Context: an optimization exercise on an open-source flow, tuned for small area and a short achievable clock period. The choices shown serve that exercise and are no tape-out recipe.
At most, simulation tests tie the RTL to the original design; equivalence was not proved.
No activity file was given, so power comes from the tool's default toggle rates.

## oak
==> flow/design.v (excerpt) <==
module float_add(clk, rst, i_cip, i_vstart, i_vector_length, i_sj, i_sk,
                 i_v0, i_v1, i_v2, i_v3, i_v4, i_v5, i_v6, i_v7,
                 o_busy, o_result, err);
    input  wire        clk;
    input  wire        rst;
    input  wire [15:0] i_cip;
    input  wire        i_vstart;
    input  wire [6:0]  i_vector_length;
    input  wire [63:0] i_sj;
    input  wire [63:0] i_sk;
    input  wire [63:0] i_v0;
    input  wire [63:0] i_v1;
    input  wire [63:0] i_v2;
    input  wire [63:0] i_v3;
    input  wire [63:0] i_v4;
    input  wire [63:0] i_v5;
    input  wire [63:0] i_v6;
    input  wire [63:0] i_v7;
    output reg  [63:0] o_result;
    output wire        o_busy;
    output wire        err;
    reg [6:0] reservation_time;
    reg       busy_q;
    reg       sel_s;
    reg [7:0] sel_j, sel_k;
    wire [6:0] rt_next = rst ? 7'h7f :
                         i_vstart ? i_vector_length :
                         (reservation_time != 7'h7f) ? reservation_time - 7'd1 :
                         reservation_time;
    wire       scalar_next = &rt_next;
    wire [7:0] j_dec = 8'd1 << i_cip[5:3];
    wire [7:0] k_dec = 8'd1 << i_cip[2:0];
    always @(posedge clk) begin
        reservation_time <= rt_next;
        busy_q <= ~rt_next[6] | (rt_next[5:0] == 6'd0);
        sel_s  <= scalar_next;
        sel_j  <= scalar_next ? 8'd0 : i_vstart ? j_dec : sel_j;
  ...
Size: roughly 4,200 cells after synthesis, roughly 730 I/O pins, ~31,000 sq um of cells after synthesis.
==> flow/config.mk <==
export PLATFORM = sky130hd
export DESIGN_NAME = float_add
export DESIGN_NICKNAME = float_add
export VERILOG_FILES = /design/flow/design.v
export SDC_FILE = /design/flow/constraint.sdc
export NUM_CORES = 4
export LEC_CHECK = 0
export CAP_MARGIN = 20
export CORE_MARGIN = 2
export CORE_UTILIZATION = 40
export CTS_CLUSTER_DIAMETER = 80
export CTS_CLUSTER_SIZE = 30
export PLACE_DENSITY = 0.75
export SETUP_SLACK_MARGIN = 3.4
export SLEW_MARGIN = 20
export SYNTH_HIERARCHICAL = 1
==> flow/constraint.sdc <==
create_clock -name core_clock -period 6.0 [get_ports {clk}]
set_input_delay 1.2000 -clock core_clock [delete_from_list [all_inputs] [get_ports {clk}]]
set_output_delay 1.2000 -clock core_clock [all_outputs]
set_load 0.01 [all_outputs]
standard.sh (not shown) runs the stock make flow with config.mk's settings and CLKGATE_MAP_FILE= SYNTH_SCRIPT=/design/flow/synth_recipe.tcl, a recipe that flattens the netlist after the stock synthesis.
==> flow/flow/run.sh <==
#!/bin/bash
# The standard layout (standard.sh: ORFS from synthesis to the final
# layout) with two changes:
#  - synthesis is the standard flow's own script (synth_recipe.tcl) except that Yosys's
#    abc pass runs flow/abc_map.script, a delay-targeted mapping
#    (dch + map -D 1200) in place of ORFS's default ABC script. Registers
#    are not touched by abc, so they are the standard synthesis's.
#  - the port buffers that ORFS inserts at placement are buf_1 cells.
#    Every input and output port still gets its own buffer.
# ORFS keeps each step's log in orfs/logs; make's output goes to
# standard.log here.
set -euo pipefail
here=$PWD
export BUFFER_PORTS_ARGS="-buffer_cell sky130_fd_sc_hd__buf_1"
export FLOW_ABC_SCRIPT=$here/flow/abc_map.script
cat flow/abc_proc.tcl synth_recipe.tcl > flow_synth.tcl
sed "s#SYNTH_SCRIPT=[^ ]*#SYNTH_SCRIPT=$here/flow_synth.tcl#" standard.sh > flow_standard.sh
grep -q "SYNTH_SCRIPT=$here/flow_synth.tcl" flow_standard.sh
bash flow_standard.sh > standard.log 2>&1
==> flow/flow/abc_map.script <==
strash
dch -f
map -D 1200
topo
stime -c
buffer -c
upsize -c -D 1200
dnsize -c -D 1200
==> flow/flow/abc_proc.tcl <==
# abc as the standard flow's synthesis calls it, but with the ABC script named by
# FLOW_ABC_SCRIPT (which carries its own delay target, so no -D)
proc abc {args} {
  set i [lsearch -exact $args -script]
  if {$i >= 0} { set args [lreplace $args $i [expr {$i + 1}]] }
  set j [lsearch -exact $args -D]
  if {$j >= 0} { set args [lreplace $args $j [expr {$j + 1}]] }
  yosys abc -script $::env(FLOW_ABC_SCRIPT) {*}$args
}
For pine, these inputs were changed with respect to oak:
- clearing CTS_CLUSTER_SIZE, which used to be 30
- clearing PLACE_DENSITY, which used to be 0.75
- swapping 3.4 for 3.6 in SETUP_SLACK_MARGIN
- clearing CTS_CLUSTER_DIAMETER, which used to be 80
==> comparison <==
The flow did not stop early for pine: all stages ran, and the layout cleared the timing, design-rule and antenna checks.
From oak to pine the numbers moved as follows: core utilization now sits higher, setup slack now sits higher, internal portion of total power now sits higher, met2 global-route usage now sits higher, wire length of the first global-routing pass now sits higher.
pine: power share of the sequential group is 4.9 points lower than what oak reported.
Sort pine and oak by worst endpoint data arrival time, descending, and oak comes first.
In the metrics for pine and oak, the one carrying the higher met3 layer usage reported by global route is oak.
Per the comparison of pine with oak, total wire length after detailed routing went up by 12 mm, area growth from synthesis to final layout went up by 11 points, clock-cell share of area went up by 2.3 points.
Relative to pine, the following input files were edited for birch:
- swapping 3.6 for 3.4 in SETUP_SLACK_MARGIN
- putting ABC_AREA at 1 where nothing was set
==> flow/flow/run.sh <==
#!/bin/bash
# The standard layout (standard.sh: ORFS synthesis to final), with one
# change: the port buffers that ORFS inserts at placement are the smallest
# buffer cell (buf_1) rather than the tool's default choice. Every input
# and output port still gets its own buffer. ORFS keeps each step's log in
# orfs/logs; make's own output goes to standard.log here.
set -euo pipefail
export BUFFER_PORTS_ARGS="-buffer_cell sky130_fd_sc_hd__buf_1"
bash standard.sh > standard.log 2>&1
removed: flow/flow/abc_map.script
removed: flow/flow/abc_proc.tcl
Notes after the runs:
- Both conditions hold for birch: the flow ran to the end and the final layout passed the timing, design-rule and antenna checks.
- | proportion of cell area occupied by multi-input gates | birch vs pine | 3.5 points higher |
- Comparing birch and pine, headroom to the max-slew limit is higher on pine.
- Wire length (higher): pine
- Between pine and birch, utilization decreased.
- Relative to pine, the post-cts sizing count measured on birch has decreased by more than half.
- Going from pine to birch, the count of filler cells inserted in the layout was found to have gone up by 27%.
- Between birch and pine, the number of iterations in the first detailed-routing pass is lower for birch.
- birch vs pine — cell total after placement climbed by more than a quarter
- Re count of clock-net buffers in the final layout: birch and pine aren't equal, and the lower value belongs to pine.
- Looking at number of antenna violations at the first check in global routing, birch sits below pine.
[inputs] maple vs birch
- a deleted ABC_AREA that had been 1
==> flow/flow/run.sh <==
#!/bin/bash
# The standard layout (standard.sh: ORFS from synthesis to the final
# layout) with two changes:
#  - synthesis is the standard flow's own script (synth_recipe.tcl) except that Yosys's
#    abc pass runs delay-targeted ABC scripts from flow/ (see
#    flow/abc_proc.tcl) in place of ORFS's default ABC script. abc maps
#    only combinational logic, so the registers are the standard
#    synthesis's.
#  - the port buffers that ORFS inserts at placement are buf_1 cells.
#    Every input and output port still gets its own buffer.
# ORFS keeps each step's log in orfs/logs; make's output goes to
# standard.log here.
set -euo pipefail
here=$PWD
export BUFFER_PORTS_ARGS="-buffer_cell sky130_fd_sc_hd__buf_1"
export FLOW_ABC_DIR=$here/flow
cat flow/abc_proc.tcl synth_recipe.tcl > flow_synth.tcl
sed "s#SYNTH_SCRIPT=[^ ]*#SYNTH_SCRIPT=$here/flow_synth.tcl#" standard.sh > flow_standard.sh
grep -q "SYNTH_SCRIPT=$here/flow_synth.tcl" flow_standard.sh
bash flow_standard.sh > standard.log 2>&1
==> flow/flow/abc_d1200.script (new file) <==
strash
dch -f
map -D 1200
topo
stime -c
buffer -c
upsize -c -D 1200
dnsize -c -D 1200
==> flow/flow/abc_d400.script (new file) <==
strash
dch -f
map -D 400
topo
stime -c
buffer -c
upsize -c -D 400
dnsize -c -D 400
==> flow/flow/abc_d700.script (new file) <==
strash
dch -f
map -D 700
topo
stime -c
buffer -c
upsize -c -D 700
dnsize -c -D 700
==> flow/flow/abc_proc.tcl (new file) <==
# abc as the standard flow's synthesis calls it, but with ABC scripts of our own, each
# a delay-targeted mapping (dch + map -D) carrying its own target, so no
# -D: the operand select with 400 ps, the exponent compare with 700 ps,
# then everything else with 1200 ps. abc maps only the combinational
# logic; the registers are left as the standard flow's synthesis made them.
proc abc {args} {
  set i [lsearch -exact $args -script]
  if {$i >= 0} { set args [lreplace $args $i [expr {$i + 1}]] }
  set j [lsearch -exact $args -D]
  if {$j >= 0} { set args [lreplace $args $j [expr {$j + 1}]] }
  set d $::env(FLOW_ABC_DIR)
  yosys abc -script $d/abc_d400.script {*}$args fadd_sel
  yosys abc -script $d/abc_d700.script {*}$args fadd_exp
  yosys abc -script $d/abc_d1200.script {*}$args
}
Results
Changes observed in maple relative to birch: setup fix buffers added after clock tree synthesis grew by 21; power held steady; time the final worst path needs with I/O delays and setup grew by 0.15 ns; worst stage delay on the critical path shrank by 0.14 ns. The overall die width of maple is lower than that of birch. In the reports for birch and maple, the smaller sequential power belongs to birch. When maple is measured against birch, its setup slack turns out 0.15 ns lower. Per the comparison of maple with birch, total net switching power dropped 2.1%, design area dropped about 7.5%. reg2reg as the critical path start-end classification was reported by birch, and in2reg by maple.

========
Starting RTL as in the previous note.
clock: 6.0 ns
lec_check: 0
cap_margin: 20
core_margin: 2
core_utilization: 40
setup_slack_margin: 3.4
slew_margin: 20
synth_hierarchical: 1
run.sh (not shown) runs the stock make flow with config.mk's settings and CLKGATE_MAP_FILE= SYNTH_SCRIPT=/design/flow/synth_recipe.tcl, a recipe that flattens the netlist after the stock synthesis.
Stock flow here: none of the scripts above is used.
The baseline finished clean.
==> next run, changes <==
==> flow/flow/run.sh (new file) <==
#!/bin/bash
# The standard layout (standard.sh: ORFS synthesis to final), with one
# change: the port buffers that ORFS inserts at placement are the smallest
# buffer cell (buf_1) rather than the tool's default choice. Every input
# and output port still gets its own buffer. ORFS keeps each step's log in
# orfs/logs; make's own output goes to standard.log here.
set -euo pipefail
export BUFFER_PORTS_ARGS="-buffer_cell sky130_fd_sc_hd__buf_1"
bash standard.sh > standard.log 2>&1
==> flow/standard.sh (new file) <==
#!/bin/bash
# synth_recipe.tcl (not shown) runs the flow's synth.tcl, then flattens the netlist and writes it again
# the make line also repeats each setting of config.mk as NAME=value (left out here)
make -C /OpenROAD-flow-scripts/flow DESIGN_CONFIG=/design/flow/config.mk WORK_HOME=/design/flow/orfs CLKGATE_MAP_FILE= SYNTH_SCRIPT=/design/flow/synth_recipe.tcl "${@:-finish}"
ABC_AREA = 1   (was not set)
CTS_CLUSTER_DIAMETER = 80   (was not set)
CTS_CLUSTER_SIZE = 30   (was not set)
PLACE_DENSITY = 0.75   (was not set)
removed: flow/run.sh
The new run completed without violations.
Worst hold slack is better by 33 ps.
Design area came out lower by 13%.
Synthesized area increases by 9.9%.
==> next run, changes <==
==> flow/flow/run.sh (replaced) <==
#!/bin/bash
# The standard layout (standard.sh: ORFS from synthesis to the final
# layout) with two changes:
#  - synthesis is the standard flow's own script (synth_recipe.tcl) except that Yosys's
#    abc pass runs flow/abc_map.script, a delay-targeted mapping
#    (dch + map -D 1200) in place of ORFS's default ABC script. Registers
#    are not touched by abc, so they are the standard synthesis's.
#  - the port buffers that ORFS inserts at placement are buf_1 cells.
#    Every input and output port still gets its own buffer.
# ORFS keeps each step's log in orfs/logs; make's output goes to
# standard.log here.
set -euo pipefail
here=$PWD
export BUFFER_PORTS_ARGS="-buffer_cell sky130_fd_sc_hd__buf_1"
export FLOW_ABC_SCRIPT=$here/flow/abc_map.script
cat flow/abc_proc.tcl synth_recipe.tcl > flow_synth.tcl
sed "s#SYNTH_SCRIPT=[^ ]*#SYNTH_SCRIPT=$here/flow_synth.tcl#" standard.sh > flow_standard.sh
grep -q "SYNTH_SCRIPT=$here/flow_synth.tcl" flow_standard.sh
bash flow_standard.sh > standard.log 2>&1
==> flow/flow/abc_map.script (new file) <==
strash
dch -f
map -D 1200
topo
stime -c
buffer -c
upsize -c -D 1200
dnsize -c -D 1200
==> flow/flow/abc_proc.tcl (new file) <==
# abc as the standard flow's synthesis calls it, but with the ABC script named by
# FLOW_ABC_SCRIPT (which carries its own delay target, so no -D)
proc abc {args} {
  set i [lsearch -exact $args -script]
  if {$i >= 0} { set args [lreplace $args $i [expr {$i + 1}]] }
  set j [lsearch -exact $args -D]
  if {$j >= 0} { set args [lreplace $args $j [expr {$j + 1}]] }
  yosys abc -script $::env(FLOW_ABC_SCRIPT) {*}$args
}
ABC_AREA = not set   (was 1)
CTS_CLUSTER_DIAMETER = not set   (was 80)
CTS_CLUSTER_SIZE = not set   (was 30)
PLACE_DENSITY = not set   (was 0.75)
=> Clock power rises by 60%; fmax fell by 2.0%; die area shrinks by 14%; wire length is higher by about 10%; synthesized area is lower by 14%; final cell count is lower by about 22%; total power came out higher by about 9%; count of clock-buffer cells in the layout rose by 43; non-clock buffer count is higher by 72; worst setup slack is worse by 54 ps; core utilization rose by 5.7 points.

========
float_add, a different RTL version from the one above (not shown whole).
Size in the first run: roughly 4100 cells after synthesis, about 730 I/O pins, ~31000 µm² of cells after synthesis.
export LEC_CHECK = 0
export CAP_MARGIN = 20
export CORE_MARGIN = 2
export CORE_UTILIZATION = 40
export SETUP_SLACK_MARGIN = 3.4
export SLEW_MARGIN = 20
export SYNTH_HIERARCHICAL = 1
create_clock -name core_clock -period 6.0 [get_ports {clk}]
standard.sh (not shown) runs the stock make flow with config.mk's settings and CLKGATE_MAP_FILE= SYNTH_SCRIPT=/design/flow/synth_recipe.tcl, a recipe that flattens the netlist after the stock synthesis.
==> flow/flow/run.sh <==
#!/bin/bash
# The standard layout (standard.sh: ORFS from synthesis to the final
# layout) with two changes:
#  - synthesis is the standard flow's own script (synth_recipe.tcl) except that Yosys's
#    abc pass runs delay-targeted ABC scripts from flow/ (see
#    flow/abc_proc.tcl) in place of ORFS's default ABC script. abc maps
#    only combinational logic, so the registers are the standard
#    synthesis's.
#  - the port buffers that ORFS inserts at placement are buf_1 cells.
#    Every input and output port still gets its own buffer.
# ORFS keeps each step's log in orfs/logs; make's output goes to
# standard.log here.
set -euo pipefail
here=$PWD
export BUFFER_PORTS_ARGS="-buffer_cell sky130_fd_sc_hd__buf_1"
export FLOW_ABC_DIR=$here/flow
cat flow/abc_proc.tcl synth_recipe.tcl > flow_synth.tcl
sed "s#SYNTH_SCRIPT=[^ ]*#SYNTH_SCRIPT=$here/flow_synth.tcl#" standard.sh > flow_standard.sh
grep -q "SYNTH_SCRIPT=$here/flow_synth.tcl" flow_standard.sh
bash flow_standard.sh > standard.log 2>&1
==> flow/flow/abc_d1200.script <==
strash
dch -f
map -D 1200
topo
stime -c
buffer -c
upsize -c -D 1200
dnsize -c -D 1200
==> flow/flow/abc_d400.script <==
strash
dch -f
map -D 400
topo
stime -c
buffer -c
upsize -c -D 400
dnsize -c -D 400
==> flow/flow/abc_d500.script <==
strash
dch -f
map -D 500
topo
stime -c
buffer -c
upsize -c -D 500
dnsize -c -D 500
==> flow/flow/abc_proc.tcl <==
# abc as the standard flow's synthesis calls it, but with ABC scripts of our own, each
# a delay-targeted mapping (dch + map -D) carrying its own target, so no
# -D: the operand select with 400 ps, the exponent select and compare with 500 ps,
# then everything else with 1200 ps. abc maps only the combinational
# logic; the registers are left as the standard flow's synthesis made them.
proc abc {args} {
  set i [lsearch -exact $args -script]
  if {$i >= 0} { set args [lreplace $args $i [expr {$i + 1}]] }
  set j [lsearch -exact $args -D]
  if {$j >= 0} { set args [lreplace $args $j [expr {$j + 1}]] }
  set d $::env(FLOW_ABC_DIR)
  yosys abc -script $d/abc_d400.script {*}$args fadd_sel
  yosys abc -script $d/abc_d500.script {*}$args fadd_exp
  yosys abc -script $d/abc_d1200.script {*}$args
}
Rerun with:
--- a/flow/flow/run.sh
+++ b/flow/flow/run.sh
@@ -16,0 +17 @@
+export ADDER_MAP_FILE=
After rerunning: The new run completed with no timing, DRC or antenna violations. Clock power drops by a little under a tenth. Non-clock buffer count falls by 58. Maximum frequency grows by a few percent. Sequential share of layout area rises by 0.64 points. Count of clock-buffer cells in the layout rose by 3. Via count came out higher by a few percent. Total power came out lower by a few percent. Synthesized cell count climbs by a little under a tenth. Register-to-register slack improves by 140 ps. Utilization drops by 2.9 points. Worst hold slack hardly moves.
No run of this note included a check of the RTL's function; only the layout flow was run.

## what the ideal ports hide
In the flow no input, the clock included, has a driving cell. The finished layouts below were timed again as built, in two steps.
Step 1 assumes that a clkbuf_16 drives the clock port and a buf_2 every other input.
Step 2 times the ports against the registers' clock, not the clock port: input delays grow and output delays shrink by t, the midpoint of the rising clock arrivals with the driver on.
a / b / c = no drivers / after step 1 / after step 2; a / b = the first two.
run | shift t [ns] | setup WS [ns] | worst slew at a driven data input, ns
oak | 0.704 | 3.172 / 3.210 / 2.506 | 0.30
pine | 0.714 | 3.407 / 3.431 / 2.717 | 0.30
birch | 0.702 | 3.447 / 3.447 / 2.809 | 0.31
maple | 0.692 | 3.297 / 3.339 / 2.647 | 0.29
the first run of note 2 | 0.711 | 3.090 / 3.113 / 2.402 | 0.30
the second run of note 2 | 0.703 | 3.398 / 3.398 / 2.824 | 0.30
the third run of note 2 | 0.711 | 3.344 / 3.344 / 2.683 | 0.39
the first run of note 3 | 0.708 | 3.254 / 3.228 / 2.520 | 0.29
the second run of note 3 | 0.702 | 3.424 / 3.424 / 2.788 | 0.29
After both steps every run listed still meets setup and hold. For the first run of note 3, which loses most, drivers alone change the setup slack by -0.026 ns; drivers and shift together by -0.734 ns.
